Context: an optimization exercise on an open-source flow, tuned for small area, a short achievable clock period and few clock cycles. The choices shown serve that exercise and are no tape-out recipe.
Where RTL was checked, it was by simulation tests only, not by an equivalence proof against the original.

==> trial 61: inputs <==
==> flow/design.v <==
module LASER (
    input CLK,
    input RST,
    input  [3:0] X,
    input  [3:0] Y,
    output [3:0] C1X,
    output [3:0] C1Y,
    output [3:0] C2X,
    output [3:0] C2Y,
    output reg DONE
);
reg        scan;           
reg  [5:0] cnt;            
reg  [3:0] ph;             
reg  [3:0] icnt;           
reg        isid;           
reg  [3:0] r0;             
reg  [7:0] Fm;             
reg        pv;             
reg        role;           
reg  [7:0] C1r, C2r;       
wire [7:0] A = role ? C2r : C1r;
wire [7:0] F = role ? C1r : C2r;
wire       read_last = ~scan & (cnt == 6'd39);
reg  [5:0] best_val;
reg  [7:0] best_pos;
reg  [5:0] mcur;           
reg        eqA;            
wire       stop;           
wire       flush  = RST | stop;
reg        RSTr;           
wire       clr    = RSTr | DONE;   
reg  [15:0] B [0:15];
wire [3:0]  yrow = Y - ph - 4'd1;      
integer i;
always @(posedge CLK) begin
    RSTr <= RST;
    for (i = 0; i < 16; i = i + 1) begin
        B[i] <= (clr ? 16'd0 : B[(i + 1) % 16]) | ((~scan && yrow == i) ? (16'd1 << X) : 16'd0);
    end
end
reg  [16:0] h;
reg  [15:1] fxt;           
wire [31:0] fge = {8'h00, fxt, 9'h1ff};
reg  [8:0]  vrow;          
wire [3:0]  ph_n = ph + 4'd1;
integer vd;
always @(posedge CLK)
    for (vd = 0; vd < 9; vd = vd + 1)
        vrow[vd] <= ({2'b00, ph_n} + vd >= 4) && ({2'b00, ph_n} + vd <= 19);
genvar gd, gc;
function [16:0] hdec;          
    input [3:0] p, fy;
    reg [4:0] d;
    integer k;
    begin
        d = {1'b0, p} - {1'b0, fy};
        for (k = 0; k < 17; k = k + 1)
            hdec[k] = (d == ((k - 8) & 31));
    end
endfunction
function gt6;
    input [5:0] a, b;
    reg [5:0] g, l;
    reg g10, l10, g32, l32, g54, l54, g30, l30;
    begin
        g = a & ~b;
        l = ~a & b;
        g10 = g[1] | (~l[1] & g[0]);  l10 = l[1] | (~g[1] & l[0]);
        g32 = g[3] | (~l[3] & g[2]);  l32 = l[3] | (~g[3] & l[2]);
        g54 = g[5] | (~l[5] & g[4]);  l54 = l[5] | (~g[5] & l[4]);
        g30 = g32 | (~l32 & g10);     l30 = l32 | (~g32 & l10);
        gt6 = g54 | (~l54 & g30);
    end
endfunction
wire [8:0] B_w [0:15];                               
generate
for (gd = 0; gd < 9; gd = gd + 1) begin : g_row
    localparam integer D = gd - 4;
    wire valid = vrow[gd];
    wire s4 = h[8 - D];
    wire s3 = h[8 - D + 1] | h[8 - D - 1] | h[8 - D + 2] | h[8 - D - 2];
    wire s2 = h[8 - D + 3] | h[8 - D - 3];
    wire s0 = ((8 - D + 4) <= 16 ? h[(8 - D + 4) % 17] : 1'b0) |
              ((8 - D - 4) >= 0  ? h[(8 - D - 4 + 17) % 17] : 1'b0);
    for (gc = 0; gc < 16; gc = gc + 1) begin : g_col
        wire le0 = fge[gc + 8]     & ~fge[gc + 8 + 1];
        wire le2 = fge[gc + 8 - 2] & ~fge[gc + 8 + 3];
        wire le3 = fge[gc + 8 - 3] & ~fge[gc + 8 + 4];
        wire le4 = fge[gc + 8 - 4] & ~fge[gc + 8 + 5];
        wire covf = (s4 & le4) | (s3 & le3) | (s2 & le2) | (s0 & le0);
        assign B_w[gc][gd] = B[(D + 16) % 16][gc] & valid & ~covf;
    end
end
endgenerate
function [1:0] fa;             
    input a, b, c;
    fa = {(a & b) | (a & c) | (b & c), a ^ b ^ c};
endfunction
function [1:0] ha;
    input a, b;
    ha = {a & b, a ^ b};
endfunction
wire [2:0] S2n [0:15];
wire [2:0] S3n [0:15];
generate
for (gc = 0; gc < 16; gc = gc + 1) begin : g_vs
    wire [8:0] w = B_w[gc];
    wire [1:0] f1 = fa(w[2], w[3], w[5]);
    wire [1:0] f2 = fa(f1[0], w[4], w[6]);
    wire [1:0] h1 = ha(f1[1], f2[1]);
    assign S2n[gc] = {h1[1], h1[0], f2[0]};
    wire [1:0] f3 = fa(f2[0], w[1], w[7]);
    wire [1:0] h2 = ha(h1[0], f3[1]);
    assign S3n[gc] = {h1[1] | h2[1], h2[0], f3[0]};
end
endgenerate
reg [2:0] S2 [0:15];
reg [2:0] S3 [0:15];
reg [8:0] V_w [0:15];      
reg       v1, sid1, fst1, lst1, wr1;    
reg       restart;         
always @(posedge CLK) begin
    for (i = 0; i < 16; i = i + 1) begin
        S2[i]  <= S2n[i];
        S3[i]  <= S3n[i];
        V_w[i] <= B_w[i] & 9'b100010001;
    end
    v1   <= scan & ~flush & ~restart;
    sid1 <= isid;
    fst1 <= (icnt == 4'd0);
    lst1 <= (icnt == 4'd15);
    wr1  <= (icnt != 4'd0) && (ph < r0);
    if (icnt == 4'd0)
        r0 <= ph;
end
wire [5:0] cov [0:15];
generate
for (gc = 0; gc < 16; gc = gc + 1) begin : g_cov
    wire [15:0] c1;   
    wire [15:0] c2;   
    wire [15:0] c4;   
    assign c1[0] = S3[gc][0];
    assign c1[1] = V_w[gc][0];
    assign c1[2] = V_w[gc][8];
    assign c1[3] = (gc >= 1)  ? S3[(gc + 15) % 16][0] : 1'b0;
    assign c1[4] = (gc <= 14) ? S3[(gc + 1) % 16][0]  : 1'b0;
    assign c1[5] = (gc >= 2)  ? S3[(gc + 14) % 16][0] : 1'b0;
    assign c1[6] = (gc <= 13) ? S3[(gc + 2) % 16][0]  : 1'b0;
    assign c1[7] = (gc >= 3)  ? S2[(gc + 13) % 16][0] : 1'b0;
    assign c1[8] = (gc <= 12) ? S2[(gc + 3) % 16][0]  : 1'b0;
    assign c1[9] = (gc >= 4)  ? V_w[(gc + 12) % 16][4] : 1'b0;
    assign c1[10] = (gc <= 11) ? V_w[(gc + 4) % 16][4] : 1'b0;
    assign c1[15:11] = 5'd0;
    assign c2[0] = S3[gc][1];
    assign c2[1] = (gc >= 1)  ? S3[(gc + 15) % 16][1] : 1'b0;
    assign c2[2] = (gc <= 14) ? S3[(gc + 1) % 16][1]  : 1'b0;
    assign c2[3] = (gc >= 2)  ? S3[(gc + 14) % 16][1] : 1'b0;
    assign c2[4] = (gc <= 13) ? S3[(gc + 2) % 16][1]  : 1'b0;
    assign c2[5] = (gc >= 3)  ? S2[(gc + 13) % 16][1] : 1'b0;
    assign c2[6] = (gc <= 12) ? S2[(gc + 3) % 16][1]  : 1'b0;
    assign c2[15:7] = 9'd0;
    assign c4[0] = S3[gc][2];
    assign c4[1] = (gc >= 1)  ? S3[(gc + 15) % 16][2] : 1'b0;
    assign c4[2] = (gc <= 14) ? S3[(gc + 1) % 16][2]  : 1'b0;
    assign c4[3] = (gc >= 2)  ? S3[(gc + 14) % 16][2] : 1'b0;
    assign c4[4] = (gc <= 13) ? S3[(gc + 2) % 16][2]  : 1'b0;
    assign c4[5] = (gc >= 3)  ? S2[(gc + 13) % 16][2] : 1'b0;
    assign c4[6] = (gc <= 12) ? S2[(gc + 3) % 16][2]  : 1'b0;
    assign c4[15:7] = 9'd0;
    wire [1:0] a1 = fa(c1[0], c1[1], c1[2]);
    wire [1:0] a2 = fa(c1[3], c1[4], c1[5]);
    wire [1:0] a3 = fa(c1[6], c1[7], c1[8]);
    wire [1:0] b1 = fa(c2[0], c2[1], c2[2]);
    wire [1:0] b2 = fa(c2[3], c2[4], c2[5]);
    wire [1:0] e1 = fa(c4[0], c4[1], c4[2]);
    wire [1:0] e2 = fa(c4[3], c4[4], c4[5]);
    wire [1:0] a4 = fa(a1[0], a2[0], a3[0]);
    wire [1:0] b3 = fa(b1[0], b2[0], c2[6]);
    wire [1:0] b4 = fa(a1[1], a2[1], a3[1]);
    wire [1:0] e3 = fa(e1[0], e2[0], c4[6]);
    wire [1:0] a5 = fa(a4[0], c1[9], c1[10]);       
    wire [1:0] b5 = fa(b3[0], b4[0], a4[1]);
    wire [1:0] e4 = fa(e3[0], b1[1], b2[1]);
    wire [1:0] g1 = fa(e1[1], e2[1], e3[1]);
    wire [1:0] e5 = fa(e4[0], b3[1], b4[1]);
    wire [1:0] g2 = fa(g1[0], e4[1], e5[1]);
    wire [4:0] hsum = {g1[1], g2[0], e5[0], b5[0]} + {g2[1], 1'b0, b5[1], a5[1]};
    assign cov[gc] = {hsum, a5[0]};
end
endgenerate
reg [5:0] cov_r [0:15];
wire [3:0] row2 = ph - 4'd2;    
reg       v2, sid2, fst2, lst2, wr2;
always @(posedge CLK) begin
    for (i = 0; i < 16; i = i + 1)
        cov_r[i] <= cov[i];
    v2   <= v1 & ~flush & ~(restart & (sid1 == isid));
    sid2 <= sid1; fst2 <= fst1; lst2 <= lst1; wr2 <= wr1;
end
function gt6c;
    input [5:0] a, b;
    input c;
    reg [5:0] g, l;
    reg g10, l10, g32, l32, g54, l54, g30, l30;
    begin
        g = a & ~b;
        l = ~a & b;
        g10 = g[1] | (~l[1] & (g[0] | (~l[0] & c)));  l10 = l[1] | (~g[1] & l[0]);
        g32 = g[3] | (~l[3] & g[2]);  l32 = l[3] | (~g[3] & l[2]);
        g54 = g[5] | (~l[5] & g[4]);  l54 = l[5] | (~g[5] & l[4]);
        g30 = g32 | (~l32 & g10);     l30 = l32 | (~g32 & l10);
        gt6c = g54 | (~l54 & g30);
    end
endfunction
function [9:0] pick;           
    input [9:0] a, b;
    pick = gt6(b[9:4], a[9:4]) ? b : a;
endfunction
reg [5:0] gv_r [0:1];
reg [2:0] gi_r [0:1];
wire [3:0] row3 = ph - 4'd3;
reg       wr3;
genvar gg;
generate
for (gg = 0; gg < 2; gg = gg + 1) begin : g_half
    wire [9:0] p0 = pick({cov_r[8*gg],     4'd0}, {cov_r[8*gg + 1], 4'd1});
    wire [9:0] p1 = pick({cov_r[8*gg + 2], 4'd2}, {cov_r[8*gg + 3], 4'd3});
    wire [9:0] p2 = pick({cov_r[8*gg + 4], 4'd4}, {cov_r[8*gg + 5], 4'd5});
    wire [9:0] p3 = pick({cov_r[8*gg + 6], 4'd6}, {cov_r[8*gg + 7], 4'd7});
    wire [9:0] p  = pick(pick(p0, p1), pick(p2, p3));
    always @(posedge CLK) begin
        gv_r[gg] <= p[9:4];
        gi_r[gg] <= p[2:0];
    end
end
endgenerate
reg       v3, sid3, fst3, lst3;
wire [7:0] Ac = (v3e & lst3) ? F : A;
always @(posedge CLK) begin
    v3   <= v2 & ~flush & ~(restart & (sid2 == isid));
    sid3 <= sid2; fst3 <= fst2; lst3 <= lst2; wr3 <= wr2;
    if (v2 && row2 == Ac[7:4])
        mcur <= cov_r[Ac[3:0]];
end
wire       hi   = gt6(gv_r[1], gv_r[0]);
wire [5:0] rmax = hi ? gv_r[1] : gv_r[0];
wire [3:0] rarg = hi ? {1'b1, gi_r[1]} : {1'b0, gi_r[0]};
reg        best_wr;        
wire       tb       = wr3 & ~best_wr;
wire       w0       = gt6c(gv_r[0], best_val, tb);
wire       w1       = gt6c(gv_r[1], best_val, tb);
wire       v3e      = v3 & ~(restart & (sid3 == isid));
wire       take     = v3e & (fst3 | (hi ? w1 : w0));
wire [7:0] best_pos_n = take ? {row3, rarg} : best_pos;
always @(posedge CLK)
    restart <= scan & ~flush & take & ((sid3 != isid) | (icnt == 4'd15));
wire       m0       = gt6(gv_r[0], mcur);
wire       m1       = gt6(gv_r[1], mcur);
wire       change   = ~pv | gt6(best_val, mcur) | (take & (hi ? m1 : m0));
wire       eqA_n    = take ? ({row3, rarg} == A) : eqA;
assign     stop     = v3e & lst3 & ~change;
always @(posedge CLK) begin
    if (take) begin
        best_val <= rmax;
        best_pos <= {row3, rarg};
        best_wr  <= wr3;
        eqA      <= ({row3, rarg} == A);
    end
end
always @(posedge CLK) begin
    if (RST) begin
        scan <= 1'b0;
        cnt  <= 6'd0;
        DONE <= 1'b0;
        ph   <= 4'd0;
    end else begin
        DONE <= stop;
        ph   <= ph + 4'd1;
        if (~scan) begin
            cnt  <= read_last ? 6'd0 : cnt + 6'd1;
            scan <= read_last;
        end else if (stop) begin
            scan <= 1'b0;
        end
    end
end
wire       fm_load = restart | (icnt == 4'd15);
wire [3:0] ph1 = ph + 4'd1;
always @(posedge CLK) begin
    if (~scan)
        fxt <= 15'd0;
    else if (fm_load)
        for (vd = 1; vd < 16; vd = vd + 1)
            fxt[vd] <= (best_pos[3:0] >= vd);
end
always @(posedge CLK) begin
    if (~scan)
        h <= hdec(ph1, 4'd0);
    else if (fm_load)
        h <= hdec(ph1, best_pos[7:4]);
    else
        h <= hdec(ph1, Fm[7:4]);
end
always @(posedge CLK) begin
    if (~scan) begin
        icnt <= 4'd0;
        isid <= 1'b0;
        Fm   <= 8'd0;
    end else if (restart) begin
        icnt <= 4'd0;
        Fm   <= best_pos;
    end else begin
        icnt <= icnt + 4'd1;
        if (icnt == 4'd15) begin
            isid <= ~isid;
            Fm   <= best_pos;          
        end
    end
end
always @(posedge CLK) begin
    if (~scan) begin
        role <= 1'b0; pv <= 1'b0;
    end else begin
        if (v3e & lst3) begin
            pv    <= pv | ~eqA_n;
            role  <= ~role;
        end
    end
end
always @(posedge CLK) begin
    if (~scan) begin
        C1r <= 8'd0;
        C2r <= 8'd0;
    end else if (v3e & lst3) begin
        if (role) C2r <= best_pos_n;
        else      C1r <= best_pos_n;
    end
end
assign C1X = C1r[3:0];
assign C1Y = C1r[7:4];
assign C2X = C2r[3:0];
assign C2Y = C2r[7:4];
endmodule
==> flow/flow/run.sh <==
#!/bin/bash
set -e
cp standard.sh standard.sh.log.txt 2>/dev/null || true
sed -i 's/^export SETUP_SLACK_MARGIN.*$//' config.mk
echo "export SETUP_SLACK_MARGIN = ${MARGIN:-7}" >> config.mk
bash standard.sh > standard.log 2>&1
==> flow/standard.sh <==
#!/bin/bash
# synth_recipe.tcl (not shown) runs the flow's synth.tcl, then flattens the netlist and writes it again
# the make line also repeats each setting of config.mk as NAME=value (left out here)
make -C /OpenROAD-flow-scripts/flow DESIGN_CONFIG=/design/flow/config.mk WORK_HOME=/design/flow/orfs CLKGATE_MAP_FILE= SYNTH_SCRIPT=/design/flow/synth_recipe.tcl "${@:-finish}"
==> flow/config.mk <==
export PLATFORM = sky130hd
export DESIGN_NAME = LASER
export DESIGN_NICKNAME = LASER
export VERILOG_FILES = /design/flow/design.v
export SDC_FILE = /design/flow/constraint.sdc
export NUM_CORES = 4
export LEC_CHECK = 0
export ABC_AREA = 1
export CAP_MARGIN = 20
export CORE_MARGIN = 2
export CORE_UTILIZATION = 40
export SLEW_MARGIN = 20
export SETUP_SLACK_MARGIN = 7
==> flow/constraint.sdc <==
create_clock -name core_clock -period 11.0 [get_ports {CLK}]
set_input_delay 2.2000 -clock core_clock [delete_from_list [all_inputs] [get_ports {CLK}]]
set_output_delay 2.2000 -clock core_clock [all_outputs]
set_load 0.01 [all_outputs]
==> inputs of build 54, as changes to trial 61 <==
--- a/flow/design.v
+++ b/flow/design.v
@@ -21,7 +21,7 @@
 reg  [7:0] C1r, C2r;       
 wire [7:0] A = role ? C2r : C1r;
 wire [7:0] F = role ? C1r : C2r;
-wire       read_last = ~scan & (cnt == 6'd39);
+wire       read_last = ~scan & (cnt == 6'd40);    
 reg  [5:0] best_val;
 reg  [7:0] best_pos;
 reg  [5:0] mcur;           
@@ -31,12 +31,17 @@
 reg        RSTr;           
 wire       clr    = RSTr | DONE;   
 reg  [15:0] B [0:15];
-wire [3:0]  yrow = Y - ph - 4'd1;      
+reg  [3:0]  Xr, Yr;        
+reg         pt;            
+wire [3:0]  yrow = Yr - ph - 4'd1;     
 integer i;
 always @(posedge CLK) begin
     RSTr <= RST;
+    Xr <= X;
+    Yr <= Y;
+    pt <= ~RST & ~scan & (cnt != 6'd40);
     for (i = 0; i < 16; i = i + 1) begin
-        B[i] <= (clr ? 16'd0 : B[(i + 1) % 16]) | ((~scan && yrow == i) ? (16'd1 << X) : 16'd0);
+        B[i] <= (clr ? 16'd0 : B[(i + 1) % 16]) | ((pt && yrow == i) ? (16'd1 << Xr) : 16'd0);
     end
 end
 reg  [16:0] h;
==> inputs of build 14, as changes to trial 61 <==
--- a/flow/design.v
+++ b/flow/design.v
@@ -21,7 +21,7 @@
 reg  [7:0] C1r, C2r;       
 wire [7:0] A = role ? C2r : C1r;
 wire [7:0] F = role ? C1r : C2r;
-wire       read_last = ~scan & (cnt == 6'd39);
+wire       read_last = ~scan & (cnt == 6'd40);    
 reg  [5:0] best_val;
 reg  [7:0] best_pos;
 reg  [5:0] mcur;           
@@ -31,12 +31,17 @@
 reg        RSTr;           
 wire       clr    = RSTr | DONE;   
 reg  [15:0] B [0:15];
-wire [3:0]  yrow = Y - ph - 4'd1;      
+reg  [3:0]  Xr, Yr;        
+reg         pt;            
+wire [3:0]  yrow = Yr - ph - 4'd1;     
 integer i;
 always @(posedge CLK) begin
     RSTr <= RST;
+    Xr <= X;
+    Yr <= Y;
+    pt <= ~RST & ~scan & (cnt != 6'd40);
     for (i = 0; i < 16; i = i + 1) begin
-        B[i] <= (clr ? 16'd0 : B[(i + 1) % 16]) | ((~scan && yrow == i) ? (16'd1 << X) : 16'd0);
+        B[i] <= (clr ? 16'd0 : B[(i + 1) % 16]) | ((pt && yrow == i) ? (16'd1 << Xr) : 16'd0);
     end
 end
 reg  [16:0] h;
@@ -106,13 +111,14 @@
 generate
 for (gc = 0; gc < 16; gc = gc + 1) begin : g_vs
     wire [8:0] w = B_w[gc];
-    wire [1:0] f1 = fa(w[2], w[3], w[5]);
-    wire [1:0] f2 = fa(f1[0], w[4], w[6]);
+    wire [1:0] f1 = fa(w[2], w[3], w[4]);
+    wire [1:0] f2 = fa(f1[0], w[5], w[6]);
     wire [1:0] h1 = ha(f1[1], f2[1]);
     assign S2n[gc] = {h1[1], h1[0], f2[0]};
-    wire [1:0] f3 = fa(f2[0], w[1], w[7]);
-    wire [1:0] h2 = ha(h1[0], f3[1]);
-    assign S3n[gc] = {h1[1] | h2[1], h2[0], f3[0]};
+    wire [1:0] f3 = fa(w[1], w[7], w[5]);
+    wire [1:0] f4 = fa(f1[0], f3[0], w[6]);
+    wire [1:0] f5 = fa(f1[1], f3[1], f4[1]);
+    assign S3n[gc] = {f5[1], f5[0], f4[0]};
 end
 endgenerate
 reg [2:0] S2 [0:15];
==> flow/flow/run.sh (replaced) <==
#!/bin/bash
set -e
cp standard.sh standard.sh.log.txt 2>/dev/null || true
sed -i 's/^export SETUP_SLACK_MARGIN.*$//' config.mk
echo "export SETUP_SLACK_MARGIN = ${MARGIN:-7.5}" >> config.mk
bash standard.sh > standard.log 2>&1
--- a/flow/config.mk
+++ b/flow/config.mk
@@ -6,8 +6,10 @@
 export NUM_CORES = 4
 export LEC_CHECK = 0
 export ABC_AREA = 1
-export CAP_MARGIN = 20
+export CAP_MARGIN = 50
 export CORE_MARGIN = 2
 export CORE_UTILIZATION = 40
-export SLEW_MARGIN = 20
-export SETUP_SLACK_MARGIN = 7
+export CTS_CLUSTER_DIAMETER = 100
+export CTS_CLUSTER_SIZE = 20
+export SLEW_MARGIN = 50
+export SETUP_SLACK_MARGIN = 7.5
==> out/metrics.cfg <==
[power_and_ir_drop]
ir_drop_mv=0.124
pg_seq_w=0.00252
total_power_w=0.00615
p_clk_frac=0.413

[worst_setup_path]
rr_startpoint=h[8]$_DFF_P_

[detailed_routing]
dr_wl_met2_um=54500

[clocking]
clk_latency_ns=0.65
postCtsSetupBuffers=0

[run_status]
outcome=finished clean

[finish]
fin_util=0.448

[hold_path]
hold_end=fst2$_DFF_P_

[global_route]
use_met3=0.0418

(the above is from build 54)
==> out/metrics.cfg <==
[run_status]
outcome=finished clean

[power_and_ir_drop]
ir_drop_mv=0.161
total_power_w=0.00647
pg_seq_w=0.00252

[detailed_routing]
dr_wl_met2_um=53500

[clocking]
clk_latency_ns=0.64

(the above is from trial 61)
==> out/metrics.cfg <==
[clocking]
clk_latency_ns=0.61
postCtsSetupBuffers=10

[worst_setup_path]
rr_startpoint=fxt[4]$_SDFFE_PN0N_

[power_and_ir_drop]
pg_seq_w=0.00251
total_power_w=0.00525

[finish]
fin_util=0.443
largest_cell_class=multi-input combinational cells

[run_status]
outcome=finished clean

[timing]
setup_ws_ns=7.49

[detailed_routing]
dr_wl_met2_um=54000

[hold_path]
hold_end=fst2$_DFF_P_

(the above is from build 14)
Testbench counts of build 54, summed over its fixed seeds: cycles 12,021.
Testbench counts of build 14, summed over its fixed seeds: cycles 12,021.
No functional check of the RTL was part of trial 61.

==> static timing again, ports no longer ideal <==
How much do the figures lean on ideal ports? The routed layouts below were timed once more, with nothing changed but the port constraints. Step 1, drivers: a clkbuf_16 drives CLK and a buf_2 each remaining input, both assumed. Step 2 times the ports against the registers' clock, not the clock port: input delays grow and output delays shrink by t, the midpoint of the rising clock arrivals with the driver on. Slacks: ideal / step 1 / step 2; pairs: ideal / step 1.
| run | t, ns | setup WS [ns] | worst setup path after step 2 | latest minus earliest clock arrival (ns) | worst register clock-pin slew, ns |
|---|---|---|---|---|---|
| trial 61 | 0.690 | 6.956 / 6.999 / 6.309 | input to register | 0.038 / 0.038 | 0.07 / 0.07 |
| build 54 | 0.688 | 7.073 / 7.073 / 7.073 | register to register | 0.051 / 0.051 | 0.07 / 0.07 |
| build 14 | 0.657 | 7.488 / 7.473 / 7.150 | input to register | 0.046 / 0.047 | 0.09 / 0.09 |
After both steps setup and hold are still met in every run listed. The setup slack of trial 61, which loses most, moves by +0.043 ns with the drivers and by -0.647 ns with both steps.
